Context: an optimization exercise on an open-source flow, tuned for small area and a short achievable clock period. The choices shown serve that exercise and are no tape-out recipe.
RTL that was checked went through simulation tests only; none was proved equivalent to the original.
Function not checked in runs 1 to 3: the RTL went through the layout flow alone.

[flow/config.mk]
export PLATFORM = sky130hd
export DESIGN_NAME = Cordic_Machine
export DESIGN_NICKNAME = Cordic_Machine
export VERILOG_FILES = /design/flow/design.v
export SDC_FILE = /design/flow/constraint.sdc
export NUM_CORES = 4
export LEC_CHECK = 0
export CAP_MARGIN = 20
export CORE_MARGIN = 2
export CORE_UTILIZATION = 60
export SETUP_SLACK_MARGIN = 2.0
export SLEW_MARGIN = 20
[flow/constraint.sdc]
create_clock -name core_clock -period 6.0 [get_ports {clock_pulse}]
set_input_delay 1.2000 -clock core_clock [delete_from_list [all_inputs] [get_ports {clock_pulse}]]
set_output_delay 1.2000 -clock core_clock [all_outputs]
set_load 0.01 [all_outputs]
[flow/design.v]
`timescale 1ns / 1ps
module Cordic_Machine(clock_pulse, reset, x_input, y_input, z_input, x_output, y_output, z_output, flag);
	input clock_pulse;
	input reset;  
	input signed [24:0] x_input;
	input signed [24:0] y_input;
	input signed [24:0] z_input;
	output signed [24:0] x_output;
	output signed [24:0] y_output;
	output signed [24:0] z_output;
	output flag;
	reg signed [24:0] x, y, z;
	reg [4:0] k, kyn;
	wire [4:0] kx = k;
	wire [4:0] ky = ~kyn;
	reg load;  
	wire [31:0] kdec = 32'd1 << k;
	wire [24:0] atan;
	assign atan[0] = |(kdec & 32'h000a2ff0);
	assign atan[1] = |(kdec & 32'h00051794);
	assign atan[2] = |(kdec & 32'h00028bec);
	assign atan[3] = |(kdec & 32'h000145c4);
	assign atan[4] = |(kdec & 32'h0000a2e0);
	assign atan[5] = |(kdec & 32'h00005160);
	assign atan[6] = |(kdec & 32'h000028bc);
	assign atan[7] = |(kdec & 32'h00001454);
	assign atan[8] = |(kdec & 32'h00000a22);
	assign atan[9] = |(kdec & 32'h00000514);
	assign atan[10] = |(kdec & 32'h0000028c);
	assign atan[11] = |(kdec & 32'h00000146);
	assign atan[12] = |(kdec & 32'h000000a6);
	assign atan[13] = |(kdec & 32'h00000056);
	assign atan[14] = |(kdec & 32'h0000002c);
	assign atan[15] = |(kdec & 32'h00000012);
	assign atan[16] = |(kdec & 32'h00000008);
	assign atan[17] = |(kdec & 32'h00000004);
	assign atan[18] = |(kdec & 32'h00000002);
	assign atan[19] = |(kdec & 32'h00000001);
	assign atan[20] = 1'b0;
	assign atan[21] = 1'b0;
	assign atan[22] = 1'b0;
	assign atan[23] = 1'b0;
	assign atan[24] = 1'b0;
	wire neg = z[24];
	wire mz = ~neg | load;
	reg cx, cy;                    
	wire [24:0] xi = x ^ {25{cx}};
	wire [24:0] yi = y ^ {25{cy}};
	wire fx = cx ^ (x[24] & ~load);
	wire fy = cy ^ (y[24] & ~load);
	wire signed [25:0] xe = {fx, xi};
	wire signed [25:0] ye = {fy, yi};
	wire signed [25:0] xsh = xe >>> kx;
	wire signed [25:0] ysh = ye >>> ky;
	wire [24:0] xa = load ? x_input : x;
	wire [24:0] ya = load ? y_input : y;
	wire [24:0] za = load ? z_input : z;
	wire [24:0] xn, yn, zn;
	bk_add25 ax (.a(xa), .b(ysh[24:0]), .ci(cy), .s(xn));
	bk_add25 ay (.a(ya), .b(xsh[24:0]), .ci(cx), .s(yn));
	bk_add25 az (.a(za), .b(atan ^ {25{mz}}), .ci(mz), .s(zn));
	always @(posedge clock_pulse) begin
		if (reset) begin
			k <= 5'd31;
			kyn <= 5'd0;
			load <= 1'b1;
			cx <= 1'b0;
			cy <= 1'b0;
		end else begin
			cx <= zn[24] & (k != 5'd20);
			cy <= ~zn[24] & (k != 5'd20);
			k <= (k == 5'd20) ? 5'd31 : k + 5'd1;
			kyn <= (kyn == 5'd11) ? 5'd0 : kyn - 5'd1;
			load <= (k == 5'd20);
		end
		x <= xn;
		y <= yn;
		z <= zn;
	end
	assign flag = (k == 5'd20);
	assign x_output = x;
	assign y_output = y;
	assign z_output = z;
endmodule
module bk_add25(a, b, ci, s);
	input [24:0] a, b;
	input ci;
	output [24:0] s;
	wire [25:0] g0 = {a & b, ci};
	wire [25:0] p0 = {a ^ b, 1'b0};
	wire g_0_1 = g0[1] | (p0[1] & g0[0]);
	wire p_0_1 = p0[1] & p0[0];
	wire g_0_3 = g0[3] | (p0[3] & g0[2]);
	wire p_0_3 = p0[3] & p0[2];
	wire g_0_5 = g0[5] | (p0[5] & g0[4]);
	wire p_0_5 = p0[5] & p0[4];
	wire g_0_7 = g0[7] | (p0[7] & g0[6]);
	wire p_0_7 = p0[7] & p0[6];
	wire g_0_9 = g0[9] | (p0[9] & g0[8]);
	wire p_0_9 = p0[9] & p0[8];
	wire g_0_11 = g0[11] | (p0[11] & g0[10]);
	wire p_0_11 = p0[11] & p0[10];
	wire g_0_13 = g0[13] | (p0[13] & g0[12]);
	wire p_0_13 = p0[13] & p0[12];
	wire g_0_15 = g0[15] | (p0[15] & g0[14]);
	wire p_0_15 = p0[15] & p0[14];
	wire g_0_17 = g0[17] | (p0[17] & g0[16]);
	wire p_0_17 = p0[17] & p0[16];
	wire g_0_19 = g0[19] | (p0[19] & g0[18]);
	wire p_0_19 = p0[19] & p0[18];
	wire g_0_21 = g0[21] | (p0[21] & g0[20]);
	wire p_0_21 = p0[21] & p0[20];
	wire g_0_23 = g0[23] | (p0[23] & g0[22]);
	wire p_0_23 = p0[23] & p0[22];
	wire g_0_25 = g0[25] | (p0[25] & g0[24]);
	wire p_0_25 = p0[25] & p0[24];
	wire g_1_2 = g0[2] | (p0[2] & g_0_1);
	wire p_1_2 = p0[2] & p_0_1;
	wire g_1_3 = g_0_3 | (p_0_3 & g_0_1);
	wire p_1_3 = p_0_3 & p_0_1;
	wire g_1_6 = g0[6] | (p0[6] & g_0_5);
	wire p_1_6 = p0[6] & p_0_5;
	wire g_1_7 = g_0_7 | (p_0_7 & g_0_5);
	wire p_1_7 = p_0_7 & p_0_5;
	wire g_1_10 = g0[10] | (p0[10] & g_0_9);
	wire p_1_10 = p0[10] & p_0_9;
	wire g_1_11 = g_0_11 | (p_0_11 & g_0_9);
	wire p_1_11 = p_0_11 & p_0_9;
	wire g_1_14 = g0[14] | (p0[14] & g_0_13);
	wire p_1_14 = p0[14] & p_0_13;
	wire g_1_15 = g_0_15 | (p_0_15 & g_0_13);
	wire p_1_15 = p_0_15 & p_0_13;
	wire g_1_18 = g0[18] | (p0[18] & g_0_17);
	wire p_1_18 = p0[18] & p_0_17;
	wire g_1_19 = g_0_19 | (p_0_19 & g_0_17);
	wire p_1_19 = p_0_19 & p_0_17;
	wire g_1_22 = g0[22] | (p0[22] & g_0_21);
	wire p_1_22 = p0[22] & p_0_21;
	wire g_1_23 = g_0_23 | (p_0_23 & g_0_21);
	wire p_1_23 = p_0_23 & p_0_21;
	wire g_2_4 = g0[4] | (p0[4] & g_1_3);
	wire p_2_4 = p0[4] & p_1_3;
	wire g_2_5 = g_0_5 | (p_0_5 & g_1_3);
	wire p_2_5 = p_0_5 & p_1_3;
	wire g_2_6 = g_1_6 | (p_1_6 & g_1_3);
	wire p_2_6 = p_1_6 & p_1_3;
	wire g_2_7 = g_1_7 | (p_1_7 & g_1_3);
	wire p_2_7 = p_1_7 & p_1_3;
	wire g_2_12 = g0[12] | (p0[12] & g_1_11);
	wire p_2_12 = p0[12] & p_1_11;
	wire g_2_13 = g_0_13 | (p_0_13 & g_1_11);
	wire p_2_13 = p_0_13 & p_1_11;
	wire g_2_14 = g_1_14 | (p_1_14 & g_1_11);
	wire p_2_14 = p_1_14 & p_1_11;
	wire g_2_15 = g_1_15 | (p_1_15 & g_1_11);
	wire p_2_15 = p_1_15 & p_1_11;
	wire g_2_20 = g0[20] | (p0[20] & g_1_19);
	wire p_2_20 = p0[20] & p_1_19;
	wire g_2_21 = g_0_21 | (p_0_21 & g_1_19);
	wire p_2_21 = p_0_21 & p_1_19;
	wire g_2_22 = g_1_22 | (p_1_22 & g_1_19);
	wire p_2_22 = p_1_22 & p_1_19;
	wire g_2_23 = g_1_23 | (p_1_23 & g_1_19);
	wire p_2_23 = p_1_23 & p_1_19;
	wire g_3_8 = g0[8] | (p0[8] & g_2_7);
	wire p_3_8 = p0[8] & p_2_7;
	wire g_3_9 = g_0_9 | (p_0_9 & g_2_7);
	wire p_3_9 = p_0_9 & p_2_7;
	wire g_3_10 = g_1_10 | (p_1_10 & g_2_7);
	wire p_3_10 = p_1_10 & p_2_7;
	wire g_3_11 = g_1_11 | (p_1_11 & g_2_7);
	wire p_3_11 = p_1_11 & p_2_7;
	wire g_3_12 = g_2_12 | (p_2_12 & g_2_7);
	wire p_3_12 = p_2_12 & p_2_7;
	wire g_3_13 = g_2_13 | (p_2_13 & g_2_7);
	wire p_3_13 = p_2_13 & p_2_7;
	wire g_3_14 = g_2_14 | (p_2_14 & g_2_7);
	wire p_3_14 = p_2_14 & p_2_7;
	wire g_3_15 = g_2_15 | (p_2_15 & g_2_7);
	wire p_3_15 = p_2_15 & p_2_7;
	wire g_3_24 = g0[24] | (p0[24] & g_2_23);
	wire p_3_24 = p0[24] & p_2_23;
	wire g_3_25 = g_0_25 | (p_0_25 & g_2_23);
	wire p_3_25 = p_0_25 & p_2_23;
	wire g_4_16 = g0[16] | (p0[16] & g_3_15);
	wire p_4_16 = p0[16] & p_3_15;
	wire g_4_17 = g_0_17 | (p_0_17 & g_3_15);
	wire p_4_17 = p_0_17 & p_3_15;
	wire g_4_18 = g_1_18 | (p_1_18 & g_3_15);
	wire p_4_18 = p_1_18 & p_3_15;
	wire g_4_19 = g_1_19 | (p_1_19 & g_3_15);
	wire p_4_19 = p_1_19 & p_3_15;
	wire g_4_20 = g_2_20 | (p_2_20 & g_3_15);
	wire p_4_20 = p_2_20 & p_3_15;
	wire g_4_21 = g_2_21 | (p_2_21 & g_3_15);
	wire p_4_21 = p_2_21 & p_3_15;
	wire g_4_22 = g_2_22 | (p_2_22 & g_3_15);
	wire p_4_22 = p_2_22 & p_3_15;
	wire g_4_23 = g_2_23 | (p_2_23 & g_3_15);
	wire p_4_23 = p_2_23 & p_3_15;
	wire g_4_24 = g_3_24 | (p_3_24 & g_3_15);
	wire p_4_24 = p_3_24 & p_3_15;
	wire g_4_25 = g_3_25 | (p_3_25 & g_3_15);
	wire p_4_25 = p_3_25 & p_3_15;
	assign s = p0[25:1] ^ {g_4_24, g_4_23, g_4_22, g_4_21, g_4_20, g_4_19, g_4_18, g_4_17, g_4_16, g_3_15, g_3_14, g_3_13, g_3_12, g_3_11, g_3_10, g_3_9, g_3_8, g_2_7, g_2_6, g_2_5, g_2_4, g_1_3, g_1_2, g_0_1, g0[0]};
endmodule
[flow/flow/run.sh]
#!/bin/bash
# Standard layout, with the port buffers made of the smallest buffer cell.
export BUFFER_PORTS_ARGS="-buffer_cell sky130_fd_sc_hd__buf_1"
export CTS_ARGS="-sink_clustering_enable -repair_clock_nets -buf_list {sky130_fd_sc_hd__clkbuf_4 sky130_fd_sc_hd__clkbuf_8} -dont_use_dummy_load"
bash standard.sh > standard.log 2>&1
[flow/standard.sh]
#!/bin/bash
# synth_recipe.tcl (not shown) runs the flow's synth.tcl, then flattens the netlist and writes it again
# the make line also repeats each setting of config.mk as NAME=value (left out here)
make -C /OpenROAD-flow-scripts/flow DESIGN_CONFIG=/design/flow/config.mk WORK_HOME=/design/flow/orfs CLKGATE_MAP_FILE= SYNTH_SCRIPT=/design/flow/synth_recipe.tcl "${@:-finish}"
==> notes.md, run 1 <==
Commonest cells post-synth=nand2_1, xnor2_1, a21oi_1, nor2_1, dfxtp_1; Yosys warning count=1; DP HPWL=20.2 mm; flops & latches, synth=88; Vias=8817; Slew Limit Fails=0; Residual DRC=0; CTS root buffer=clkbuf_8; ANT nets after route=0; R2R setup slack=2070 ps; setup TNS=0 ps; synth unique cells=59; utilization after layout=0.705; sequential fraction of the synthesis area=0.185; Critical-path top delay cell=dfxtp_4; initial antenna violation count=0; GR Overflow Total=0; Yosys top cell area share=0.185; share of cells above drive strength 1=0.177; Critical Path End Type=flip-flop; routability congestion estimate=0.920; DRT Pass-1 Iters=5; Starting DRT DRC Count=580; Max FO, Critical Path=16; Skew-Pair Late Insertion Delay=390 ps; startpoint type of the worst setup path=flip-flop; die area=16900 um^2; Crit Path Category=reg -> reg; H-tree levels=3; CTS Buffer Depth=2; cell taking the most area after synthesis=dfxtp_1; Critical Path RT=6330 ps; Mapped Area=9520 um^2; final count of hold timing violations=0; Synth Flop Type=dfxtp_1; Area contributors post-synth=dfxtp_1, ha_1, xnor2_1; worst slew pin tran=984 ps; Avg Cell Area, Syn=8.35 um^2; I/O pin count=153; outcome=no timing/DRC/antenna violations; Total GRT Usage=0.313; largest net degree at the start of global routing=54; final wirelength=27.3 mm; ys async rst share=0; crit share post-route=0.655; worst path cell trace=bufbuf_16, mux2i_1, xor2_1, o211ai_1, o211ai_1, o21ai_0, nor2_1, a21oi_2, ha_1, a21o_1, a21o_1, a311o_1, nand4_1, a31oi_4, a211o_1, a21oi_2, xnor2_1; Min-Delay Path Class=reg -> reg; Final Critical Period=3930 ps; Hold Crit Endpoint=z[0]; Fin Clk Skew=35.5 ps; worst flop-to-flop path startpoint=kyn[0]; Bufs and invs on worst path=1; cells after synthesis=1140; I/O Buffers=152; cell family with most CP delay=compound AO/OA/AOI/OAI gates; Die Wd=130 um; Initial Utilization=0.606; max_cap viols=0; RSZ-0062 raised after global routing=yes; crit path DAT=4260 ps; fmax=0.254 GHz; core box area=15700 um^2; reg2reg path depth=17; most common cell in the netlist=nand2_1; setup violators final=0; worst min-delay path startpoint=z[0]; first-pass GRT wire length=41.0 mm; Num CTS Buffers=9; antenna diode count=0; row count=46; CTS tree=built; die height=130 um; total clock sinks=88; CTS clk-pin slew, worst paths=100 ps; Max transition margin=0.343; hold path depth=2; Post-synth EDFFs=0; capturing point of the worst reg2reg path=x[22]; Layout Nets=1452; Mapped Nets=1307; via/cell ratio=5.88; Worst path max stage delay=420 ps; Area Growth Syn to Fin=16.4%; Wirelength per Cell=18.2 um; vias in the first global route=7787
==> worst max-delay path by stage <==
stage,endpoint,depth (start not counted),startpoint,slack (ps)
finish,x[22],17,kyn[0],2070
CTS,y[15],17,k[0],1980
floorplan,y[15],18,k[0],1950
detailed placement,y[15],16,k[0],1370
global route,x[22],17,kyn[0],1890
global placement,z[8],14,k[1],1400
==> metal layers <==
layer | part of all wire | up-vias | GRT usage
met5 | 0 | - | 0
met4 | 0.027 | 0 | 0.0898
met3 | 0.051 | 67 | 0.0390
met2 | 0.48 | 340 | 0.533
met1 | 0.44 | 4081 | 0.419
li1 | - | 4329 | -
==> cells in the final DEF (no fill, tap or decap), drive strengths merged, types with 12 or more instances in the layout <==
| cell | n |
|---|---|
| a211oi | 18 |
| a21o | 26 |
| a21oi | 101 |
| a31oi | 17 |
| buf | 200 |
| dfxtp | 88 |
| fa | 13 |
| ha | 77 |
| inv | 42 |
| mux2 | 73 |
| mux2i | 58 |
| mux4 | 19 |
| nand2 | 109 |
| nor2 | 98 |
| nor2b | 12 |
| nor3 | 13 |
| o21ai | 47 |
| xnor2 | 101 |
| xor2 | 47 |
==> sequential cells by signal, summed over array words and instances (netlist names) <==
register and count:
x 25, y 25, z 25, k 5, kyn 5, cx 1
cy 1, load 1
==> stage by stage <==
step	instance area, um^2	hold WS (ps)	setup WS, ps	cells
6_report	11100	607	2070	1499
5_1_grt	11100	643	1890	1499
4_1_cts	10600	618	1980	1477
3_5_place_dp	10200	603	1370	1455
3_3_place_gp	10200	605	1400	1455
2_1_floorplan	9530	519	1950	1140
==> cell type report <==
cell class,instances,area (um^2)
fill,1363,4630
multi-input combinational,937,7630
timing repair inverter,1,5.00
timing repair buffer,202,1090
tap,216,270
clock buffer,9,124
inverter,46,178
sequential,88,1790
==> tightest hold or removal path: stages, from the launching register on <==
cell and delay [ps]:
dfxtp_1 320, mux2i_1 110, xor2_1 140
==> timing repair <==
action | in CTS | in global routing
endpoints found under the setup margin | 55 | 38
pin swaps | 4 | 21
resized for setup | 36 | 56
gates cloned | 2 | 1
hold buffers | 0 | 0
setup buffers | 11 | 21
endpoints found under the hold margin | 0 | 0
==> kinds of logic after synthesis <==
kind of cell | after synthesis | share of synthesized area
fa+ha+maj | 90 | 0.129
mux | 150 | 0.192
simple gates | 279 | 0.128
xor+xnor | 148 | 0.136
buf+inv | 115 | 0.0483
flops | 88 | 0.185
compound gates | 270 | 0.182
==> run 2: changes to the inputs <==
--- a/flow/design.v
+++ b/flow/design.v
@@ -15,4 +15,5 @@
 	wire [4:0] ky = ~kyn;
 	reg load;  
+	reg nload;  
 	wire [31:0] kdec = 32'd1 << k;
 	wire [24:0] atan;
@@ -53,7 +54,7 @@
 	wire signed [25:0] xsh = xe >>> kx;
 	wire signed [25:0] ysh = ye >>> ky;
-	wire [24:0] xa = load ? x_input : x;
-	wire [24:0] ya = load ? y_input : y;
-	wire [24:0] za = load ? z_input : z;
+	wire [24:0] xa = (x_input & {25{load}}) | (x & {25{nload}});
+	wire [24:0] ya = (y_input & {25{load}}) | (y & {25{nload}});
+	wire [24:0] za = (z_input & {25{load}}) | (z & {25{nload}});
 	wire [24:0] xn, yn, zn;
 	bk_add25 ax (.a(xa), .b(ysh[24:0]), .ci(cy), .s(xn));
@@ -65,4 +66,5 @@
 			kyn <= 5'd0;
 			load <= 1'b1;
+			nload <= 1'b0;
 			cx <= 1'b0;
 			cy <= 1'b0;
@@ -73,4 +75,5 @@
 			kyn <= (kyn == 5'd11) ? 5'd0 : kyn - 5'd1;
 			load <= (k == 5'd20);
+			nload <= (k != 5'd20);
 		end
 		x <= xn;
--- a/flow/config.mk
+++ b/flow/config.mk
@@ -9,4 +9,4 @@
 export CORE_MARGIN = 2
 export CORE_UTILIZATION = 60
-export SETUP_SLACK_MARGIN = 2.0
+export SETUP_SLACK_MARGIN = 1.8
 export SLEW_MARGIN = 20
==> run 2 against run 1 <==
Compared with the run above:
- still clean
- synthesized cell count up 2.5%
- via count up 3.8%
- non-clock buffer count down 6
- largest cell class unchanged
==> notes.md, run 2 <==
Area contributors post-synth=dfxtp_1, xnor2_1, ha_1; biggest regs=x x25, y x25, z x25; Num CTS Buffers=9 (unchanged); GR Overflow Total=0 (unchanged); Critical Path End Type=flip-flop; cell taking the most area after synthesis=dfxtp_1; Yosys top cell area share=0.186 (+0.000590); I/O Buffers=152 (unchanged); outcome=no timing/DRC/antenna violations; crit share post-route=0.670 (+0.0153); Mapped Nets=1336 (+2.2%); startpoint type of the worst setup path=flip-flop; Avg Cell Area, Syn=8.21 um^2 (-1.7%); flops & latches, synth=89 (+1.1%); initial antenna violation count=0 (unchanged); Total GRT Usage=0.314 (+0.000360); antenna diode count=0 (unchanged); total clock sinks=89 (+1.1%); ys async rst share=0 (unchanged); setup TNS=0 ps (unchanged); Slew Limit Fails=0 (unchanged); Residual DRC=0 (unchanged); most frequent cells in the layout=buf_1, xnor2_1, nand2_1; H-tree levels=3 (unchanged); Fin Clk Skew=23.5 ps (-12.0 ps); I/O pin count=153 (unchanged); Max transition margin=0.355 (+0.0114); Critical Path RT=6280 ps (-50 ps); Final Critical Period=4020 ps (+91.6 ps); routability congestion estimate=0.935 (+1.7%); largest net degree at the start of global routing=52 (-3.7%); CTS root buffer=clkbuf_8; fmax=0.249 GHz (-2.3%); Initial Utilization=0.608 (+0.00271); CTS Buffer Depth=2 (unchanged); Yosys warning count=1 (unchanged); Post-synth EDFFs=0 (unchanged); die height=130 um (+0.39%); Max FO, Critical Path=7 (-9); Starting DRT DRC Count=778 (+34%); Commonest cells post-synth=xnor2_1, nor2_1, nand2_1, a21oi_1, dfxtp_1; DRT Pass-1 Iters=5 (unchanged); first-pass GRT wire length=41.8 mm (+1.9%); Area Growth Syn to Fin=13.0%; row count=46 (unchanged); final count of hold timing violations=0 (unchanged); synth unique cells=71 (+20%); most common cell in the netlist=xnor2_1; crit path DAT=4300 ps (+40 ps); worst slew pin tran=966 ps (-17.1 ps); sequential fraction of the synthesis area=0.186 (+0.000590); ANT nets after route=0 (unchanged); final wirelength=27.5 mm (+0.60%); utilization after layout=0.687 (-0.0178); cells after synthesis=1169 (+2.5%); Skew-Pair Late Insertion Delay=390 ps (about the same); Placed Cells=1474 (+1.3%); Crit Path Category=reg -> reg; Vias=9152 (+3.8%); Layout Nets=1465 (+0.90%); setup violators final=0 (unchanged); Die Wd=130 um (+0.39%); Synth Flop Type=dfxtp_1; Min-Delay Path Class=reg -> reg; DP HPWL=20.4 mm (+0.90%); via/cell ratio=6.05 (+2.9%); hold_buf cts=0 (unchanged); CTS tree=built; CTS clk-pin slew, worst paths=90 ps (about the same); max_cap viols=0 (unchanged); commonest non-fill, non-tap cell in the layout=buf_1; vias in the first global route=7992 (+2.6%); fin cells=1512 (+0.87%); Wirelength per Cell=18.2 um (-0.26%); die area=17000 um^2 (+0.79%); Mapped Area=9590 um^2 (+0.82%); share of cells above drive strength 1=0.112 (-0.0650); RSZ-0062 raised after global routing=yes; core box area=15800 um^2 (+0.37%)
==> run 2: critical path, stage by stage, from the launching register on <==
cell     delay, ps
dfxtp_4        410
buf_12         150
buf_4          110
mux4_2         510
xnor2_1        260
mux2i_1        150
mux4_2         490
ha_1           330
o21a_1         150
o21ai_1        100
a21oi_2        250
a21oi_4        120
o31a_1         320
fa_1           440
xnor2_1        130
==> run 2: final timing paths <==
check	start	endpoint	slack [ps]	depth (start not counted)
worst max-delay path	kyn[0]	x[16]	1980	14
worst min-delay path	k[2]	k[4]	610	3
worst max register to register	kyn[0]	x[16]	1980	14
worst min register to register	k[2]	k[4]	610	3
==> run 2: layer usage <==
metal,GRT usage,routed length (um),up-vias
met5,0,0,-
met4,0.105,784,0
met3,0.0379,1910,45
met2,0.491,12300,417
met1,0.452,12500,4228
li1,-,-,4462
==> run 2: layout make-up <==
class / instances / area (um^2)
clock buffers: 9 / 124
fillers: 1391 / 4930
inverters: 57 / 221
multi-input cells: 945 / 7430
flip-flops and latches: 89 / 1810
well taps: 216 / 270
repair buffers: 196 / 991
==> run 2: kinds of logic (layout without fill, tap and decap cells) <==
group	count (synthesis)	in the layout	share of synthesized area
buffers and inverters	135	262	0.0559
and+or+nand+nor	308	308	0.147
muxes	71	71	0.114
DFF	89	89	0.186
adders and majority gates	90	90	0.128
AOI/OAI and AO/OA	342	342	0.247
xor gates and xnor gates	134	134	0.122
==> run 2: what timing repair did <==
action                     4_1_cts  5_1_grt
setup buffers                    2       25
setup endpoints to repair       45       26
resized for setup               20       36
cloned                           0        2
pin swaps                        0        7
==> run 2: per-stage QoR <==
step	worst slack, ps	hold WS (ps)	cell area (um^2)
after floorplan	1830	549	9590
after global placement	1140	613	10200
after detailed placement	1050	625	10200
after CTS	1800	655	10400
after global routing	1750	627	10800
final	1980	605	10800
==> run 3: changes to the inputs <==
--- a/flow/config.mk
+++ b/flow/config.mk
@@ -9,4 +9,4 @@
 export CORE_MARGIN = 2
 export CORE_UTILIZATION = 60
-export SETUP_SLACK_MARGIN = 1.8
+export SETUP_SLACK_MARGIN = 1.9
 export SLEW_MARGIN = 20
==> run 3 against run 2 <==
Compared with the run above:
- fmax increased by 1.7%
- synthesized area unchanged
- critical path depth increased by 3
- worst setup slack improved by 67 ps
- cell count increased by 0.46%
- design area increased by 1.3%
- routed wire length increased by 0.19%
- synthesized cell count unchanged
- core utilization increased by 0.91 points
- critical path type unchanged
- largest cell class unchanged
==> notes.md, run 3 <==
outcome=no timing/DRC/antenna violations; max_cap viols=0 (unchanged); via/cell ratio=6.06 (about the same); RSZ-0062 raised after global routing=no; CTS tree=built; share of cells above drive strength 1=0.131 (+0.0194); crit share post-route=0.659 (-0.0112); final wirelength=27.5 mm (+0.19%); Min-Delay Path Class=reg -> reg; core box area=15800 um^2 (unchanged); Yosys warning count=1 (unchanged); fin cells=1519 (+0.46%); flops & latches, synth=89 (unchanged); worst slew pin tran=1010 ps (+48.3 ps); largest net degree at the start of global routing=51 (-1.9%); sequential fraction of the synthesis area=0.186 (unchanged); most common cell in the netlist=xnor2_1; Crit Path Category=reg -> reg; Final Critical Period=3950 ps (-67.4 ps); CTS root buffer=clkbuf_8; row count=46 (unchanged); commonest non-fill, non-tap cell in the layout=buf_1; total clock sinks=89 (unchanged); first-pass GRT wire length=41.9 mm (+0.36%); Initial Utilization=0.608 (unchanged); Starting DRT DRC Count=749 (-3.7%); Critical Path End Type=flip-flop; Critical Path RT=6280 ps (about the same); CTS Buffer Depth=2 (unchanged); reg2reg path depth=17 (+3); Skew-Pair Late Insertion Delay=380 ps (about the same); final count of hold timing violations=0 (unchanged); biggest regs=x x25, y x25, z x25; Synth Flop Type=dfxtp_1; hold path depth=2 (-1); H-tree levels=3 (unchanged); Avg Cell Area, Syn=8.21 um^2 (unchanged); synth unique cells=71 (unchanged); cell taking the most area after synthesis=dfxtp_1; vias in the first global route=8173 (+2.3%); setup violators final=0 (unchanged); Max FO, Critical Path=10 (+3); ANT nets after route=0 (unchanged); most frequent cells in the layout=buf_1, nor2_1, nand2_1; hold_buf cts=0 (unchanged); Placed Cells=1477 (+0.20%); placed inst area=10300 um^2 (+0.22%); I/O Buffers=152 (unchanged); cells after synthesis=1169 (unchanged); Vias=9201 (+0.54%); I/O pin count=153 (unchanged); Layout Nets=1472 (+0.48%); Wirelength per Cell=18.1 um (-0.28%); Residual DRC=0 (unchanged); Post-synth EDFFs=0 (unchanged); startpoint type of the worst setup path=flip-flop; GR Overflow Total=0 (unchanged); antenna diode count=0 (unchanged); Area contributors post-synth=dfxtp_1, xnor2_1, ha_1; setup TNS=0 ps (unchanged); Max transition margin=0.323 (-0.0322); Mapped Nets=1336 (unchanged); fmax=0.253 GHz (+1.7%); CTS clk-pin slew, worst paths=90 ps (about the same); die height=130 um (unchanged); DP HPWL=20.5 mm (+0.68%); Yosys top cell area share=0.186 (unchanged); ys async rst share=0 (unchanged); crit path DAT=4230 ps (-70 ps); Num CTS Buffers=9 (unchanged); DRT Pass-1 Iters=5 (unchanged); Mapped Area=9590 um^2 (unchanged); Fin Clk Skew=21.9 ps (-1.64 ps); routability congestion estimate=0.943 (+0.86%); die area=17000 um^2 (unchanged); Commonest cells post-synth=xnor2_1, nor2_1, nand2_1, a21oi_1, dfxtp_1; Slew Limit Fails=0 (unchanged); Total GRT Usage=0.315 (+0.00153); Die Wd=130 um (unchanged); final instance area=11000 um^2 (+1.3%); Area Growth Syn to Fin=14.5%; initial antenna violation count=0 (unchanged)
run 3: layer usage:
layer / track usage / vias up / part of all wire
li1: - / 4485 / -
met1: 0.434 / 4331 / 0.44
met2: 0.516 / 339 / 0.46
met3: 0.0460 / 46 / 0.066
met4: 0.0964 / 0 / 0.027
met5: 0 / - / 0
run 3: what timing repair did:
action	4_1_cts	5_1_grt
resized for setup	29	54
gates cloned	0	1
pin swaps	1	9
setup endpoints to repair	50	34
buffers inserted	12	20
run 3: critical path, stage by stage, from the launching register on:
cell        delay (ps)
dfxtp_2            420
buf_12             180
clkinvlp_4         160
buf_4              170
buf_4              160
xnor2_1            170
a21oi_2            200
mux2i_1            110
mux2_2             300
fa_2               380
nor2b_1            120
o21a_1             140
o21ai_1            100
a21oi_2            210
a21oi_2            100
o31a_1             330
fa_1               450
xnor2_1            140
run 3: final timing paths:
path                            startpoint    end  slack (ps)
worst min register to register        k[0]   k[0]         670
worst max register to register          cy  x[16]        2050
worst max-delay path                    cy  x[16]        2050
worst min-delay path                  k[0]   k[0]         670
run 3: through the flow:
| step | util | setup slack [ps] | hold slack [ps] |
|---|---|---|---|
| after floorplan | - | 1910 | 549 |
| after global placement | 0.650 | 1300 | 588 |
| after detailed placement | 0.650 | 1190 | 600 |
| after CTS | 0.671 | 1900 | 685 |
| after global routing | 0.697 | 1850 | 706 |
| final | 0.697 | 2050 | 668 |
run 3: layout make-up:
type | count | area, um^2
flip-flops and latches | 89 | 1820
fillers | 1370 | 4780
inverters | 57 | 225
clock buffers | 9 | 124
well taps | 216 | 270
repair buffers | 203 | 1060
multi-input cells | 945 | 7490
run 3: cell families (layout without fill, tap and decap cells):
group | count (synthesis) | count (layout) | synth area share
mux | 71 | 71 | 0.114
xor+xnor | 134 | 134 | 0.122
buf+inv | 135 | 269 | 0.0559
flops | 89 | 89 | 0.186
compound gates | 342 | 342 | 0.247
simple gates | 308 | 308 | 0.147
fa+ha+maj | 90 | 90 | 0.128
==> run 4: changes to the inputs <==
--- a/flow/design.v
+++ b/flow/design.v
@@ -15,5 +15,4 @@
 	wire [4:0] ky = ~kyn;
 	reg load;  
-	reg nload;  
 	wire [31:0] kdec = 32'd1 << k;
 	wire [24:0] atan;
@@ -43,7 +42,6 @@
 	assign atan[23] = 1'b0;
 	assign atan[24] = 1'b0;
-	wire neg = z[24];
-	wire mz = ~neg | load;
-	reg cx, cy;                    
+	reg cx, cy;    
+	reg czn;       
 	wire [24:0] xi = x ^ {25{cx}};
 	wire [24:0] yi = y ^ {25{cy}};
@@ -54,11 +52,11 @@
 	wire signed [25:0] xsh = xe >>> kx;
 	wire signed [25:0] ysh = ye >>> ky;
-	wire [24:0] xa = (x_input & {25{load}}) | (x & {25{nload}});
-	wire [24:0] ya = (y_input & {25{load}}) | (y & {25{nload}});
-	wire [24:0] za = (z_input & {25{load}}) | (z & {25{nload}});
+	wire [24:0] xa = load ? x_input : x;
+	wire [24:0] ya = load ? y_input : y;
+	wire [24:0] za = load ? z_input : z;
 	wire [24:0] xn, yn, zn;
 	bk_add25 ax (.a(xa), .b(ysh[24:0]), .ci(cy), .s(xn));
 	bk_add25 ay (.a(ya), .b(xsh[24:0]), .ci(cx), .s(yn));
-	bk_add25 az (.a(za), .b(atan ^ {25{mz}}), .ci(mz), .s(zn));
+	bk_add25 az (.a(za), .b(atan ^ {25{~czn}}), .ci(~czn), .s(zn));
 	always @(posedge clock_pulse) begin
 		if (reset) begin
@@ -66,14 +64,14 @@
 			kyn <= 5'd0;
 			load <= 1'b1;
-			nload <= 1'b0;
 			cx <= 1'b0;
 			cy <= 1'b0;
+			czn <= 1'b1;
 		end else begin
 			cx <= zn[24] & (k != 5'd20);
 			cy <= ~zn[24] & (k != 5'd20);
+			czn <= zn[24] | (k == 5'd20);
 			k <= (k == 5'd20) ? 5'd31 : k + 5'd1;
 			kyn <= (kyn == 5'd11) ? 5'd0 : kyn - 5'd1;
 			load <= (k == 5'd20);
-			nload <= (k != 5'd20);
 		end
 		x <= xn;
--- a/flow/config.mk
+++ b/flow/config.mk
@@ -6,7 +6,7 @@
 export NUM_CORES = 4
 export LEC_CHECK = 0
-export CAP_MARGIN = 20
+export CAP_MARGIN = 5
 export CORE_MARGIN = 2
 export CORE_UTILIZATION = 60
-export SETUP_SLACK_MARGIN = 1.9
-export SLEW_MARGIN = 20
+export SETUP_SLACK_MARGIN = 1.8
+export SLEW_MARGIN = 5
==> run 4 against run 3 <==
Compared with the run above:
- critical endpoint is now x[24]
==> notes.md, run 4 <==
outcome=no timing/DRC/antenna violations; Skew-Pair Late Insertion Delay=410 ps (+30 ps); Total GRT Usage=0.290 (-0.0253); Synth Flop Type=dfxtp_1; combinational family with the most area after synthesis=multiplexers; CTS clk-pin slew, worst paths=90 ps (about the same); Post-synth EDFFs=0 (unchanged); Max FO, Critical Path=10 (unchanged); vias in the first global route=7305 (-11%); Residual DRC=0 (unchanged); Final Critical Period=4050 ps (+92.3 ps); ANT nets after route=0 (unchanged); Max transition margin=0.453 (+0.130); worst slew pin tran=817 ps (-197 ps); GR Overflow Total=0 (unchanged); CTS tree=built; biggest regs=x x25, y x25, z x25; flops & latches, synth=89 (unchanged); Initial Utilization=0.609 (+0.00103); Critical Path End Type=flip-flop; Vias=8409 (-8.6%); most frequent cells in the layout=buf_1, nand2_1, xnor2_1; Wirelength per Cell=17.3 um (-4.3%); largest net degree at the start of global routing=47 (-7.8%); Area contributors post-synth=dfxtp_1, ha_1, xnor2_1; die area=17000 um^2 (-0.18%); ys async rst share=0 (unchanged); Fin Clk Skew=42.1 ps (+20.2 ps); Mapped Nets=1291 (-3.4%); Critical-path top delay cell=mux4_2; first-pass GRT wire length=38.2 mm (-8.8%); post-synthesis compound-gate area fraction=0.162 (-0.0847); Critical Path RT=6250 ps (-30 ps); most common cell in the netlist=nand2_1; placed inst area=10200 um^2 (-0.17%); CTS Buffer Depth=2 (unchanged); worst path cell trace=buf_4, mux2i_1, xor2_1, inv_1, mux4_2, mux4_2, ha_1, o21ai_0, o21ai_0, nand3_1, a21oi_2, o21a_1, a41o_1, a21oi_1, xnor2_1; core box area=15700 um^2 (-0.36%); cell family with most CP delay=multiplexers; final count of hold timing violations=0 (unchanged); CTS root buffer=clkbuf_8; cell taking the most area after synthesis=dfxtp_1; synth unique cells=62 (-13%); Min-Delay Path Class=reg -> reg; Synth Area in Simple Gates=0.131 (-0.0162); sequential fraction of the synthesis area=0.186 (+0.000364); setup violators final=0 (unchanged); max_cap viols=0 (unchanged); Slew Limit Fails=0 (unchanged); crit share post-route=0.674 (+0.0154); via/cell ratio=5.76 (-4.8%); Num CTS Buffers=9 (unchanged); H-tree levels=3 (unchanged); DRT Pass-1 Iters=7 (+2); Bufs and invs on worst path=2 (-2); die height=130 um (about the same); Mapped Area=9580 um^2 (-0.20%); startpoint type of the worst setup path=flip-flop; DP HPWL=19.4 mm (-5.5%); I/O pin count=153 (unchanged); final wirelength=25.3 mm (-8.1%); Starting DRT DRC Count=604 (-19%); crit path DAT=4290 ps (+60 ps); I/O Buffers=152 (unchanged); initial antenna violation count=0 (unchanged); Yosys warning count=1 (unchanged); commonest non-fill, non-tap cell in the layout=buf_1; antenna diode count=0 (unchanged); total clock sinks=89 (unchanged); share of cells above drive strength 1=0.125 (-0.00654); routability congestion estimate=0.933 (-1.1%); fmax=0.247 GHz (-2.3%); Crit Path Category=reg -> reg; XOR/XNOR Fraction of Synth Area=0.135 (+0.0130); RSZ-0062 raised after global routing=yes; Post-Synth Adder-Cell Area=0.128 (+0.000250); Die Wd=130 um (about the same); Area Growth Syn to Fin=10.7%; post-synthesis mux area share=0.211 (+0.0967); Commonest cells post-synth=nand2_1, xnor2_1, a21oi_1, dfxtp_1, nor2_1; row count=46 (unchanged); cells after synthesis=1124 (-3.8%); Worst path max stage delay=560 ps (+110 ps); final instance area=10600 um^2 (-3.5%); Yosys top cell area share=0.186 (+0.000364); Layout Nets=1412 (-4.1%); setup TNS=0 ps (unchanged); Avg Cell Area, Syn=8.52 um^2 (+3.8%)
run 4: changes by cell type in the layout (fill, tap and decap cells not counted), sizes merged, moves of 10 or more:
cell	change
inv	-13
nor3	-10
a31oi	+10
xnor2	-11
xor2	+25
or2	-10
mux2	+66
a22o	-69
nor2	-26
buf	-24
mux2i	+36
run 4: logic make-up after synthesis:
group           Yosys count
compound gates          253
xor+xnor                148
fa+ha+maj                90
buf+inv                 111
flops                    89
mux                     165
simple gates            268
run 4: metrics by stage:
step | setup WS, ps | utilization | cells | hold WS [ps]
2_1_floorplan | 2170 | - | 1124 | 519
3_3_place_gp | 1380 | 0.651 | 1436 | 529
3_5_place_dp | 1290 | 0.651 | 1436 | 534
4_1_cts | 1780 | 0.661 | 1446 | 561
5_1_grt | 1740 | 0.674 | 1459 | 603
6_report | 1950 | 0.674 | 1459 | 557
run 4: worst paths after layout:
kind	from	end	slack, ps	cells past startpoint
min reg2reg	kyn[4]	kyn[4]	560	2
max	kyn[0]	x[24]	1950	15
max reg2reg	kyn[0]	x[24]	1950	15
min	kyn[4]	kyn[4]	560	2
run 4: routing by layer:
layer,track usage,share of wire
met4,0.0695,0.015
met5,0,0
met2,0.455,0.45
met1,0.431,0.48
met3,0.0283,0.052
run 4: cell type report:
class                   count  area, um^2
clock buffers               9         124
flip-flops and latches     89        1810
repair buffers            179         847
fillers                  1415        5120
multi-input cells         924        7390
well taps                 216         270
inverters                  42         159
run 4: what timing repair did:
action / in CTS / in global routing
buffers inserted: 1 / 13
hold buffers: 0 / 0
pin swaps: 0 / 3
setup endpoints to repair: 39 / 35
resized for setup: 6 / 19
run 4: worst register-to-register path, cell delays in order (launching register included):
cell     delay, ps
dfxtp_4        440
buf_4          220
mux2i_1        250
xor2_1         230
inv_1           70
mux4_2         480
mux4_2         560
ha_1           320
o21ai_0        110
o21ai_0        220
nand3_1        150
a21oi_2        200
o21a_1         210
a41o_1         230
a21oi_1         90
xnor2_1        120
==> run 5: changes to the inputs <==
--- a/flow/config.mk
+++ b/flow/config.mk
@@ -6,7 +6,7 @@
 export NUM_CORES = 4
 export LEC_CHECK = 0
-export CAP_MARGIN = 5
+export CAP_MARGIN = 20
 export CORE_MARGIN = 2
-export CORE_UTILIZATION = 60
+export CORE_UTILIZATION = 65
 export SETUP_SLACK_MARGIN = 1.8
-export SLEW_MARGIN = 5
+export SLEW_MARGIN = 20
==> run 5 against run 4 <==
Compared with the run above:
- non-clock buffer count up 1
- worst hold slack worse by 52 ps
- worst setup slack better by 34 ps
- cell count down 2.1%
- global-route usage up 2.3 points
- sequential share of layout area about the same
- core utilization up 5.7 points
- synthesized area unchanged
- die area down 7.5%
- critical path type unchanged
- highest routed layer unchanged
==> notes.md, run 5 <==
ANT nets after route=0 (unchanged); routability congestion estimate=0.964 (+3.4%); RSZ-0062 raised after global routing=no; final wirelength=25.5 mm (+0.83%); Post-synth EDFFs=0 (unchanged); synth unique cells=62 (unchanged); Vias=8487 (+0.93%); fmax=0.249 GHz (+0.85%); initial antenna violation count=0 (unchanged); CTS root buffer=clkbuf_8; biggest regs=x x25, y x25, z x25; most frequent cells in the layout=buf_1, nand2_1, xnor2_1; CTS Buffer Depth=2 (unchanged); Mapped Nets=1291 (unchanged); Synth Area in Simple Gates=0.131 (unchanged); sequential fraction of the synthesis area=0.186 (unchanged); die area=15700 um^2 (-7.5%); I/O pin count=153 (unchanged); Yosys warning count=1 (unchanged); vias in the first global route=7723 (+5.7%); multi-input logic area=7440 um^2 (+0.66%); Total GRT Usage=0.313 (+0.0225); I/O Buffers=152 (unchanged); setup TNS=0 ps (unchanged); Skew-Pair Late Insertion Delay=400 ps (about the same); Critical Path RT=6290 ps (+40 ps); crit path DAT=4310 ps (+20 ps); antenna diode count=0 (unchanged); Area Growth Syn to Fin=10.6% (about the same); DP HPWL=19.3 mm (-0.19%); Mapped Area=9580 um^2 (unchanged); CTS clk-pin slew, worst paths=110 ps (+20 ps); register area=1800 um^2 (-0.21%); Max FO, Critical Path=31 (+21); total clock sinks=89 (unchanged); cell taking the most area after synthesis=dfxtp_1; Fin Clk Skew=35.8 ps (-6.29 ps); die height=125 um (-3.8%); Final Critical Period=4010 ps (-34.1 ps); cells after synthesis=1124 (unchanged); DRT Pass-1 Iters=5 (-2); flops & latches, synth=89 (unchanged); Crit Path Category=reg -> reg; final count of hold timing violations=0 (unchanged); first-pass GRT wire length=39.7 mm (+3.8%); Slew Limit Fails=0 (unchanged); setup violators final=0 (unchanged); Area contributors post-synth=dfxtp_1, ha_1, xnor2_1; outcome=no timing/DRC/antenna violations; Yosys top cell area share=0.186 (unchanged); Residual DRC=0 (unchanged); max_cap viols=0 (unchanged); row count=44 (-4.3%); post-synthesis mux area share=0.211 (unchanged); Initial Utilization=0.661 (+0.0519); hold path depth=1 (-1); worst slew pin tran=844 ps (+26.6 ps); Commonest cells post-synth=nand2_1, xnor2_1, a21oi_1, dfxtp_1, nor2_1; GR Overflow Total=0 (unchanged); largest net degree at the start of global routing=54 (+15%); Synth Flop Type=dfxtp_1; Die Wd=125 um (-3.8%); Min-Delay Path Class=reg -> reg; startpoint type of the worst setup path=flip-flop; H-tree levels=3 (unchanged); Num CTS Buffers=9 (unchanged); Critical Path End Type=flip-flop; via/cell ratio=5.94 (+3.0%); Fill cells=1197 (-15%); combinational family with the most area after synthesis=multiplexers; Layout Nets=1414 (+0.14%); share of cells above drive strength 1=0.133 (+0.00864); crit share post-route=0.669 (-0.00569); Post-Synth Adder-Cell Area=0.128 (unchanged); CTS tree=built; XOR/XNOR Fraction of Synth Area=0.135 (unchanged); Starting DRT DRC Count=633 (+4.8%); post-synthesis compound-gate area fraction=0.162 (unchanged); most common cell in the netlist=nand2_1; Avg Cell Area, Syn=8.52 um^2 (unchanged); Wirelength per Cell=17.8 um (+2.9%); reg2reg path depth=15 (unchanged); WHS=505 ps (-52.1 ps); ys async rst share=0 (unchanged); core box area=14500 um^2 (-7.9%); commonest non-fill, non-tap cell in the layout=buf_1; Max transition margin=0.435 (-0.0178)
## run 5: logic make-up after synthesis
family / count (synthesis)
DFF: 89
muxes: 165
adders and majority gates: 90
buffers and inverters: 111
AOI/OAI and AO/OA: 253
and+or+nand+nor: 268
xor gates and xnor gates: 148
## run 5: repair_timing
item	4_1_cts	5_1_grt
gates resized for setup	7	32
setup buffers	2	14
gates cloned	1	1
pin swaps	0	3
hold buffers	0	0
endpoints found under the setup margin	30	36
## run 5: final timing paths
path	start	end	slack, ps
max	k[1]	czn	1990
min	kyn[0]	kyn[0]	500
max reg2reg	k[1]	czn	1990
min reg2reg	kyn[0]	kyn[0]	500
## run 5: area by class of cell
type,instances,area share
multi-input combinational,924,0.702
sequential,89,0.170
timing repair buffer,180,0.0780
tap,184,0.0217
inverter,42,0.0157
clock buffer,9,0.0117
timing repair inverter,1,0.000472
## run 5: per-layer routing
| metal | share of wire | GRT usage |
|---|---|---|
| met1 | 0.46 | 0.446 |
| met2 | 0.45 | 0.485 |
| met3 | 0.066 | 0.0505 |
| met4 | 0.025 | 0.103 |
| met5 | 0 | 0 |
## run 5: metrics by stage
stage               worst slack (ps)  instances  cell area, um^2   util
floorplan                       2170       1124             9580      -
global placement                1650       1402            10200  0.703
detailed placement              1520       1402            10200  0.703
CTS                             1800       1414            10300  0.714
global route                    1770       1429            10600  0.732
finish                          1990       1429            10600  0.732
## run 5: critical path: stages, from the launching register on
cell and delay [ps]:
dfxtp_1 330, buf_6 260, clkinv_2 200, ha_2 300, a2111oi_0 420, a21oi_1 80
o31ai_1 320, xnor2_1 110, ha_1 370, nand3_1 90, nor4_1 220, nand3b_4 230
nand4_4 140, a21o_1 260, a31oi_4 250, mux2_1 350
==> run 6: changes to the inputs <==
--- a/flow/config.mk
+++ b/flow/config.mk
@@ -8,5 +8,5 @@
 export CAP_MARGIN = 20
 export CORE_MARGIN = 2
-export CORE_UTILIZATION = 65
+export CORE_UTILIZATION = 55
 export SETUP_SLACK_MARGIN = 1.8
 export SLEW_MARGIN = 20
==> run 6 against run 5 <==
Compared with the run above:
- register-to-register slack better by 20 ps
- worst hold slack better by 110 ps
- die area up 18%
- sequential share of layout area down 0.16 points
- still clean
- worst setup slack better by 17 ps
- critical path type unchanged
- synthesized cell count unchanged
- largest cell class unchanged
- critical endpoint is now x[24]
- via count up 0.22%
- clock skew down 5.1 ps
==> notes.md, run 6 <==
Yosys top cell area share=0.186 (unchanged); sequential fraction of the synthesis area=0.186 (unchanged); Total GRT Usage=0.277 (-0.0354); die height=136 um (+8.4%); hold_buf cts=0 (unchanged); total clock sinks=89 (unchanged); Area Growth Syn to Fin=11.5%; synth unique cells=62 (unchanged); cells after synthesis=1124 (unchanged); RSZ-0062 raised after global routing=no; setup violators final=0 (unchanged); hold path depth=2 (+1); CTS clk-pin slew, worst paths=80 ps (-30 ps); Yosys warning count=1 (unchanged); Wirelength per Cell=17.9 um (+0.14%); biggest regs=x x25, y x25, z x25; capturing point of the worst reg2reg path=x[24]; largest net degree at the start of global routing=47 (-13%); Fill cells=1632 (+36%); Avg Cell Area, Syn=8.52 um^2 (unchanged); GR Overflow Total=0 (unchanged); R2R setup slack=2010 ps (+20 ps); share of cells above drive strength 1=0.134 (+0.000215); Area contributors post-synth=dfxtp_1, ha_1, xnor2_1; initial antenna violation count=0 (unchanged); Mapped Area=9580 um^2 (unchanged); Skew-Pair Late Insertion Delay=390 ps (about the same); Vias=8506 (+0.22%); Layout Nets=1412 (-0.14%); crit path DAT=4300 ps (about the same); Hold Crit Endpoint=z[0]; cell taking the most area after synthesis=dfxtp_1; vias in the first global route=7504 (-2.8%); Final Critical Period=3990 ps (-17.5 ps); worst flop-to-flop path startpoint=kyn[0]; Starting DRT DRC Count=587 (-7.3%); Crit Path Category=reg -> reg; ANT nets after route=0 (unchanged); row count=48 (+9.1%); Initial Utilization=0.557 (-0.104); worst min-delay path startpoint=z[0]; Die Wd=136 um (+8.4%); final count of hold timing violations=0 (unchanged); die area=18500 um^2 (+18%); ys async rst share=0 (unchanged); Post-synth EDFFs=0 (unchanged); via/cell ratio=5.79 (-2.4%); Critical Path RT=6300 ps (about the same); CTS Buffer Depth=2 (unchanged); I/O pin count=153 (unchanged); Num CTS Buffers=9 (unchanged); max_cap viols=0 (unchanged); outcome=no timing/DRC/antenna violations; most common cell in the netlist=nand2_1; DRT Pass-1 Iters=5 (unchanged); utilization after layout=0.622 (-0.110); commonest non-fill, non-tap cell in the layout=buf_1; core box area=17200 um^2 (+19%); Fin Clk Skew=30.7 ps (-5.09 ps); Residual DRC=0 (unchanged); antenna diode count=0 (unchanged); CTS tree=built; Mapped Nets=1291 (unchanged); final wirelength=26.2 mm (+2.9%); routability congestion estimate=0.921 (-4.5%); Min-Delay Path Class=reg -> reg; DP HPWL=20.1 mm (+3.9%); Max transition margin=0.289 (-0.147); Max FO, Critical Path=17 (-45%); crit share post-route=0.666 (-0.00291); I/O Buffers=152 (unchanged); Synth Flop Type=dfxtp_1; worst slew pin tran=1070 ps (+221 ps); H-tree levels=3 (unchanged); Critical Path End Type=flip-flop; setup TNS=0 ps (unchanged); reg2reg path depth=14 (-1); startpoint type of the worst setup path=flip-flop; fmax=0.250 GHz (+0.44%); Commonest cells post-synth=nand2_1, xnor2_1, a21oi_1, dfxtp_1, nor2_1; most frequent cells in the layout=buf_1, nand2_1, xnor2_1; flops & latches, synth=89 (unchanged); first-pass GRT wire length=39.7 mm (+0.17%); Slew Limit Fails=0 (unchanged); CTS root buffer=clkbuf_8
-- run 6: worst max-delay path by stage --
stage	startpoint	end	slack [ps]	cells after the start
after floorplan	k[0]	z[18]	2170	18
after global placement	k[0]	czn	1570	15
after detailed placement	k[0]	czn	1470	15
after CTS	load	x[24]	1820	15
after global routing	k[0]	y[24]	1790	14
final	kyn[0]	x[24]	2010	14
-- run 6: timing repair --
item                       4_1_cts  5_1_grt
buffers inserted                 3       12
cloned                           0        2
pin swaps                        0        1
setup endpoints to repair       26       38
resized for setup                7       33
-- run 6: cell type report --
cell class              instances  area [um^2]  area share
multi-input cells             924         7440       0.696
inverters                      42          168      0.0157
repair buffers                178          867      0.0812
repair inverters                1         5.00    0.000469
clock buffers                   9          124      0.0116
flip-flops and latches         89         1800       0.168
well taps                     225          282      0.0264
-- run 6: critical path: stages, from the launching register on --
cell and delay, ps:
dfxtp_2 390, buf_12 190, mux4_2 530, xnor2_1 200
mux2i_1 150, mux4_2 550, ha_1 380, a21oi_2 180
o21ai_0 120, a31oi_1 280, a21oi_2 120, o21a_1 240
a41o_1 280, a21oi_1 180, xnor2_1 130
-- run 6: cell families (layout without fill, tap and decap cells) --
kind of cell / after synthesis / after routing / synth area share
mux: 165 / 165 / 0.211
simple gates: 268 / 268 / 0.131
fa+ha+maj: 90 / 90 / 0.128
compound gates: 253 / 253 / 0.162
flops: 89 / 89 / 0.186
buf+inv: 111 / 230 / 0.0465
xor+xnor: 148 / 148 / 0.135
-- run 6: routing by layer --
layer	wire, um	track usage	vias to the layer above
met3	1400	0.0261	29
met1	13000	0.424	3949
met5	0	0	-
li1	-	-	4241
met4	518	0.0816	0
met2	11300	0.411	287
-- run 6: metrics by stage --
stage                     area (um^2)  setup WS, ps  instances  hold WS (ps)
after global routing            10700          1790       1468           677
after detailed placement        10200          1470       1442           612
after global placement          10200          1570       1442           607
after floorplan                  9580          2170       1124           519
after CTS                       10400          1820       1454           627
final                           10700          2010       1468           618
==> run 7: changes to the inputs <==
--- a/flow/config.mk
+++ b/flow/config.mk
@@ -9,4 +9,4 @@
 export CORE_MARGIN = 2
 export CORE_UTILIZATION = 55
-export SETUP_SLACK_MARGIN = 1.8
+export SETUP_SLACK_MARGIN = 1.9
 export SLEW_MARGIN = 20
==> run 7 against run 6 <==
Compared with the run above:
- core utilization increased by 0.79 points
- design area increased by 1.3%
- die area unchanged
- synthesized area unchanged
- worst hold slack got worse by 3.0 ps
- sequential share of layout area decreased by 0.21 points
==> notes.md, run 7 <==
total clock sinks=89 (unchanged); Final Critical Period=3910 ps (-88.9 ps); crit path DAT=4210 ps (-90 ps); sequential fraction of the synthesis area=0.186 (unchanged); Avg Cell Area, Syn=8.52 um^2 (unchanged); Starting DRT DRC Count=520 (-11%); GR Overflow Total=0 (unchanged); worst slew pin tran=1080 ps (+12.8 ps); ANT nets after route=0 (unchanged); die height=136 um (unchanged); Wirelength per Cell=17.9 um (+0.18%); Commonest cells post-synth=nand2_1, xnor2_1, a21oi_1, dfxtp_1, nor2_1; Area Growth Syn to Fin=12.9%; multi-input logic area=7570 um^2 (+1.8%); Most common cell on crit path=a21oi_2; Initial Utilization=0.557 (unchanged); Synth Area in Simple Gates=0.131 (unchanged); outcome=no timing/DRC/antenna violations; setup TNS=0 ps (unchanged); cell family with most CP delay=compound AO/OA/AOI/OAI gates; Fill cells=1609 (-1.4%); CTS Buffer Depth=2 (unchanged); RSZ-0062 raised after global routing=yes; Hold Crit Endpoint=z[0]; row count=48 (unchanged); Total GRT Usage=0.280 (+0.00322); post-synthesis mux area share=0.211 (unchanged); Critical-path top delay cell=mux4_2; Min-Delay Path Class=reg -> reg; worst flop-to-flop path startpoint=kyn[0]; critical path launch point=kyn[0]; fmax=0.256 GHz (+2.3%); fin cells=1471 (+0.20%); Critical Path RT=6300 ps (about the same); I/O Buffers=152 (unchanged); crit share post-route=0.651 (-0.0148); Fin Clk Skew=29.7 ps (-0.970 ps); most common cell in the netlist=nand2_1; I/O pin count=153 (unchanged); Max transition margin=0.280 (-0.00857); Die Wd=136 um (unchanged); XOR/XNOR Fraction of Synth Area=0.135 (unchanged); Worst path max stage delay=530 ps (-20 ps); R2R setup slack=2090 ps (+90 ps); commonest non-fill, non-tap cell in the layout=buf_1; first-pass GRT wire length=40.1 mm (+0.83%); synth unique cells=62 (unchanged); initial antenna violation count=0 (unchanged); reg2reg path depth=16 (+2); cell taking the most area after synthesis=dfxtp_1; Critical Path End Type=flip-flop; largest net degree at the start of global routing=42 (-11%); Skew-Pair Late Insertion Delay=390 ps (about the same); utilization after layout=0.630 (+0.00787); CTS tree=built; Synth Flop Type=dfxtp_1; Slew Limit Fails=0 (unchanged); Mapped Nets=1291 (unchanged); final wirelength=26.3 mm (+0.39%); Mapped Area=9580 um^2 (unchanged); Placed Cells=1442 (unchanged); Crit Path Category=reg -> reg; ys async rst share=0 (unchanged); Vias=8527 (+0.25%); Yosys warning count=1 (unchanged); Max FO, Critical Path=17 (unchanged); Post-synth EDFFs=0 (unchanged); Post-Synth Adder-Cell Area=0.128 (unchanged); most frequent cells in the layout=buf_1, nand2_1, xnor2_1; combinational family with the most area after synthesis=multiplexers; post-synthesis compound-gate area fraction=0.162 (unchanged); die area=18500 um^2 (unchanged); worst min-delay path startpoint=z[0]; flops & latches, synth=89 (unchanged); Num CTS Buffers=9 (unchanged); hold path depth=2 (unchanged); max_cap viols=0 (unchanged); Bufs and invs on worst path=1 (unchanged); final count of hold timing violations=0 (unchanged); H-tree levels=3 (unchanged); via/cell ratio=5.80 (about the same); biggest regs=x x25, y x25, z x25; dpl ws=1470 ps (unchanged); routability congestion estimate=0.921 (unchanged); DP HPWL=20.1 mm (unchanged); CTS clk-pin slew, worst paths=70 ps (about the same); cells after synthesis=1124 (unchanged); DRT Pass-1 Iters=5 (unchanged); setup violators final=0 (unchanged); startpoint type of the worst setup path=flip-flop; CTS root buffer=clkbuf_8; capturing point of the worst reg2reg path=x[24]; worst path cell trace=buf_12, mux2i_1, xor2_1, nor2_1, a211oi_1, a21oi_1, mux4_2, ha_1, nor4_1, nor3_2, nand3_1, a21oi_2, o21a_1, a41o_1, a21oi_2, xnor2_1; register area=1800 um^2 (unchanged); share of cells above drive strength 1=0.152 (+0.0181); core box area=17200 um^2 (unchanged); setup ws final=2090 ps (+88.9 ps); Area contributors post-synth=dfxtp_1, ha_1, xnor2_1; Yosys top cell area share=0.186 (unchanged); Layout Nets=1415 (+0.21%); antenna diode count=0 (unchanged); Residual DRC=0 (unchanged); vias in the first global route=7513 (+0.12%)
[run 7: tightest hold or removal path, stage by stage, from the launching register on]
cell     delay, ps
dfxtp_1        320
mux2i_1        120
xor2_1         140
[run 7: routing by layer]
metal	GRT usage	share of wire	wire, um
met1	0.427	0.49	13000
met2	0.421	0.43	11400
met3	0.0309	0.056	1470
met4	0.0671	0.017	456
met5	0	0	0
[run 7: how the worst max path moves through the flow]
stage,to,slack [ps],depth (start not counted)
finish,x[24],2090,16
global route,y[24],1880,16
CTS,czn,1870,15
detailed placement,czn,1470,15
global placement,czn,1570,15
floorplan,z[18],2170,18
[run 7: cell families (layout without fill, tap and decap cells)]
group                      count (synthesis)  after routing
buffers and inverters                    111            233
muxes                                    165            165
AOI/OAI and AO/OA                        253            253
DFF                                       89             89
and+or+nand+nor                          268            268
adders and majority gates                 90             90
xor gates and xnor gates                 148            148
[run 7: through the flow]
stage | instance area (um^2) | hold slack [ps]
finish | 10800 | 615
detailed placement | 10200 | 612
floorplan | 9580 | 519
CTS | 10500 | 627
global route | 10800 | 677
global placement | 10200 | 607
[run 7: area by class of cell]
type / count / share of cell area
inverters: 42 / 0.0155
flip-flops and latches: 89 / 0.166
well taps: 225 / 0.0260
multi-input cells: 924 / 0.700
clock buffers: 9 / 0.0115
repair inverters: 1 / 0.000463
repair buffers: 181 / 0.0804
[run 7: repair_timing]
action                     CTS  global route
buffers inserted             5            13
hold buffers                 0             0
gates resized for setup     13            54
setup endpoints to repair   37            38
cloned                       1             1
pin swaps                    0             8
==> run 8: changes to the inputs <==
--- a/flow/config.mk
+++ b/flow/config.mk
@@ -9,4 +9,4 @@
 export CORE_MARGIN = 2
 export CORE_UTILIZATION = 55
-export SETUP_SLACK_MARGIN = 1.9
+export SETUP_SLACK_MARGIN = 1.7
 export SLEW_MARGIN = 20
==> run 8 against run 7 <==
Compared with the run above:
- synthesized area unchanged
- register-to-register slack worse by 130 ps
- via count down 0.93%
- die area unchanged
- routed wire length down 1.6%
- synthesized cell count unchanged
==> notes.md, run 8 <==
outcome=no timing/DRC/antenna violations; vias in the first global route=7460 (-0.71%); dpl ws=1470 ps (unchanged); setup violators final=0 (unchanged); Synth Area in Simple Gates=0.131 (unchanged); Residual DRC=0 (unchanged); Post-synth EDFFs=0 (unchanged); Wirelength per Cell=17.7 um (-1.2%); largest net degree at the start of global routing=47 (+12%); core box area=17200 um^2 (unchanged); Area contributors post-synth=dfxtp_1, ha_1, xnor2_1; Synth Flop Type=dfxtp_1; Mapped Area=9580 um^2 (unchanged); Max FO, Critical Path=38 (+21); met2 wire length=11.2 mm (-2.5%); Final Critical Period=4040 ps (+132 ps); Mapped Nets=1291 (unchanged); Worst path max stage delay=340 ps (-190 ps); I/O pin count=153 (unchanged); Commonest cells post-synth=nand2_1, xnor2_1, a21oi_1, dfxtp_1, nor2_1; XOR/XNOR Fraction of Synth Area=0.135 (unchanged); die height=136 um (unchanged); Layout Nets=1409 (-0.42%); ANT nets after route=0 (unchanged); first-pass GRT wire length=39.5 mm (-1.4%); cell taking the most area after synthesis=dfxtp_1; max_cap viols=0 (unchanged); Skew-Pair Late Insertion Delay=390 ps (about the same); commonest non-fill, non-tap cell in the layout=buf_1; Post-Synth Adder-Cell Area=0.128 (unchanged); most common cell in the netlist=nand2_1; crit share post-route=0.673 (+0.0220); Most common cell on crit path=a21oi_1; crit path DAT=4290 ps (+80 ps); H-tree levels=3 (unchanged); Critical Path End Type=flip-flop; Slew Limit Fails=0 (unchanged); Min-Delay Path Class=reg -> reg; Starting DRT DRC Count=600 (+15%); Initial Utilization=0.557 (unchanged); final wirelength=25.9 mm (-1.6%); Critical Path RT=6260 ps (-40 ps); post-synthesis compound-gate area fraction=0.162 (unchanged); Die Wd=136 um (unchanged); row count=48 (unchanged); Placed Cells=1442 (unchanged); setup TNS=0 ps (unchanged); ys async rst share=0 (unchanged); total clock sinks=89 (unchanged); Avg Cell Area, Syn=8.52 um^2 (unchanged); antenna diode count=0 (unchanged); post-synthesis mux area share=0.211 (unchanged); DRT Pass-1 Iters=5 (unchanged); fmax=0.248 GHz (-3.3%); Critical-path top delay cell=a21oi_1; CTS root buffer=clkbuf_8; initial antenna violation count=0 (unchanged); share of cells above drive strength 1=0.121 (-0.0307); Bufs and invs on worst path=2 (+1); routability congestion estimate=0.921 (unchanged); Num CTS Buffers=9 (unchanged); I/O Buffers=152 (unchanged); multi-input logic area=7380 um^2 (-2.5%); Yosys warning count=1 (unchanged); utilization after layout=0.615 (-0.0143); DP HPWL=20.1 mm (unchanged); Fill cells=1645 (+2.2%); final count of hold timing violations=0 (unchanged); die area=18500 um^2 (unchanged)
==> run 8: cell counts after synthesis <==
No cell type changed its count.
==> run 8: what timing repair did <==
item	4_1_cts	5_1_grt
buffers inserted	0	12
cloned	0	2
setup endpoints to repair	16	33
gates resized for setup	3	21
pin swaps	0	1
==> run 8: logic make-up (layout without fill, tap and decap cells) <==
family,after synthesis,count (layout)
AOI/OAI and AO/OA,253,253
xor gates and xnor gates,148,148
adders and majority gates,90,90
buffers and inverters,111,227
DFF,89,89
muxes,165,165
and+or+nand+nor,268,268
==> run 8: through the flow <==
stage               instance area (um^2)  hold slack [ps]
global route                       10600              677
global placement                   10200              607
CTS                                10400              627
floorplan                           9580              519
detailed placement                 10200              612
finish                             10600              618
==> run 8: tightest hold or removal path, cell delays in order (launching register included) <==
cell	delay, ps
dfxtp_1	320
mux2i_1	120
xor2_1	140
==> run 8: layer usage <==
metal,global-route usage,vias to the layer above
li1,-,4236
met1,0.421,3929
met2,0.409,257
met3,0.0265,26
met4,0.0775,0
met5,0,-
==> run 8: final timing paths <==
path                            startpoint     to  slack [ps]  cells past startpoint
worst max-delay path                kyn[1]  x[24]        1960                     17
worst min-delay path                  z[0]   z[0]         620                      2
worst max register to register      kyn[1]  x[24]        1960                     17
worst min register to register        z[0]   z[0]         620                      2
==> run 8: layout make-up <==
type	count	area share
multi-input combinational	924	0.698
sequential	89	0.170
timing repair buffer	175	0.0769
tap	225	0.0266
inverter	42	0.0157
clock buffer	9	0.0117
timing repair inverter	1	0.000473

==> re-timing with driven ports <==
No port has a modelled driver above. Below, the same layouts with a new extraction and two added sets of constraints.
Step 1 (the two cells are an assumption about what drives the block):
set clk [get_ports {clock_pulse}]
set_driving_cell -lib_cell sky130_fd_sc_hd__clkbuf_16 $clk
set_driving_cell -lib_cell sky130_fd_sc_hd__buf_2 [delete_from_list [all_inputs] $clk]
Step 2 adds t to the input delays and takes it off the output delays; t is the mean of the earliest and latest rising clock arrival at the registers after step 1. Input paths then give back, and output paths get back, about the clock's delay inside the block.
Slacks: no drivers / after step 1 / after step 2; pairs: no drivers / after step 1.
run | t, ns | slack for setup (ns) | worst data-port slew with drivers (ns)
run 1 | 0.417 | 2.071 / 2.071 / 2.071 | 0.03
run 2 | 0.415 | 1.979 / 1.979 / 1.979 | 0.04
run 3 | 0.411 | 2.046 / 2.046 / 2.046 | 0.04
run 4 | 0.426 | 1.954 / 1.954 / 1.954 | 0.03
run 5 | 0.419 | 1.988 / 1.988 / 1.988 | 0.04
run 6 | 0.415 | 2.006 / 2.006 / 2.006 | 0.04
run 7 | 0.416 | 2.095 / 2.095 / 2.095 | 0.04
run 8 | 0.414 | 1.962 / 1.962 / 1.962 | 0.04
After both steps every run listed still meets setup and hold.
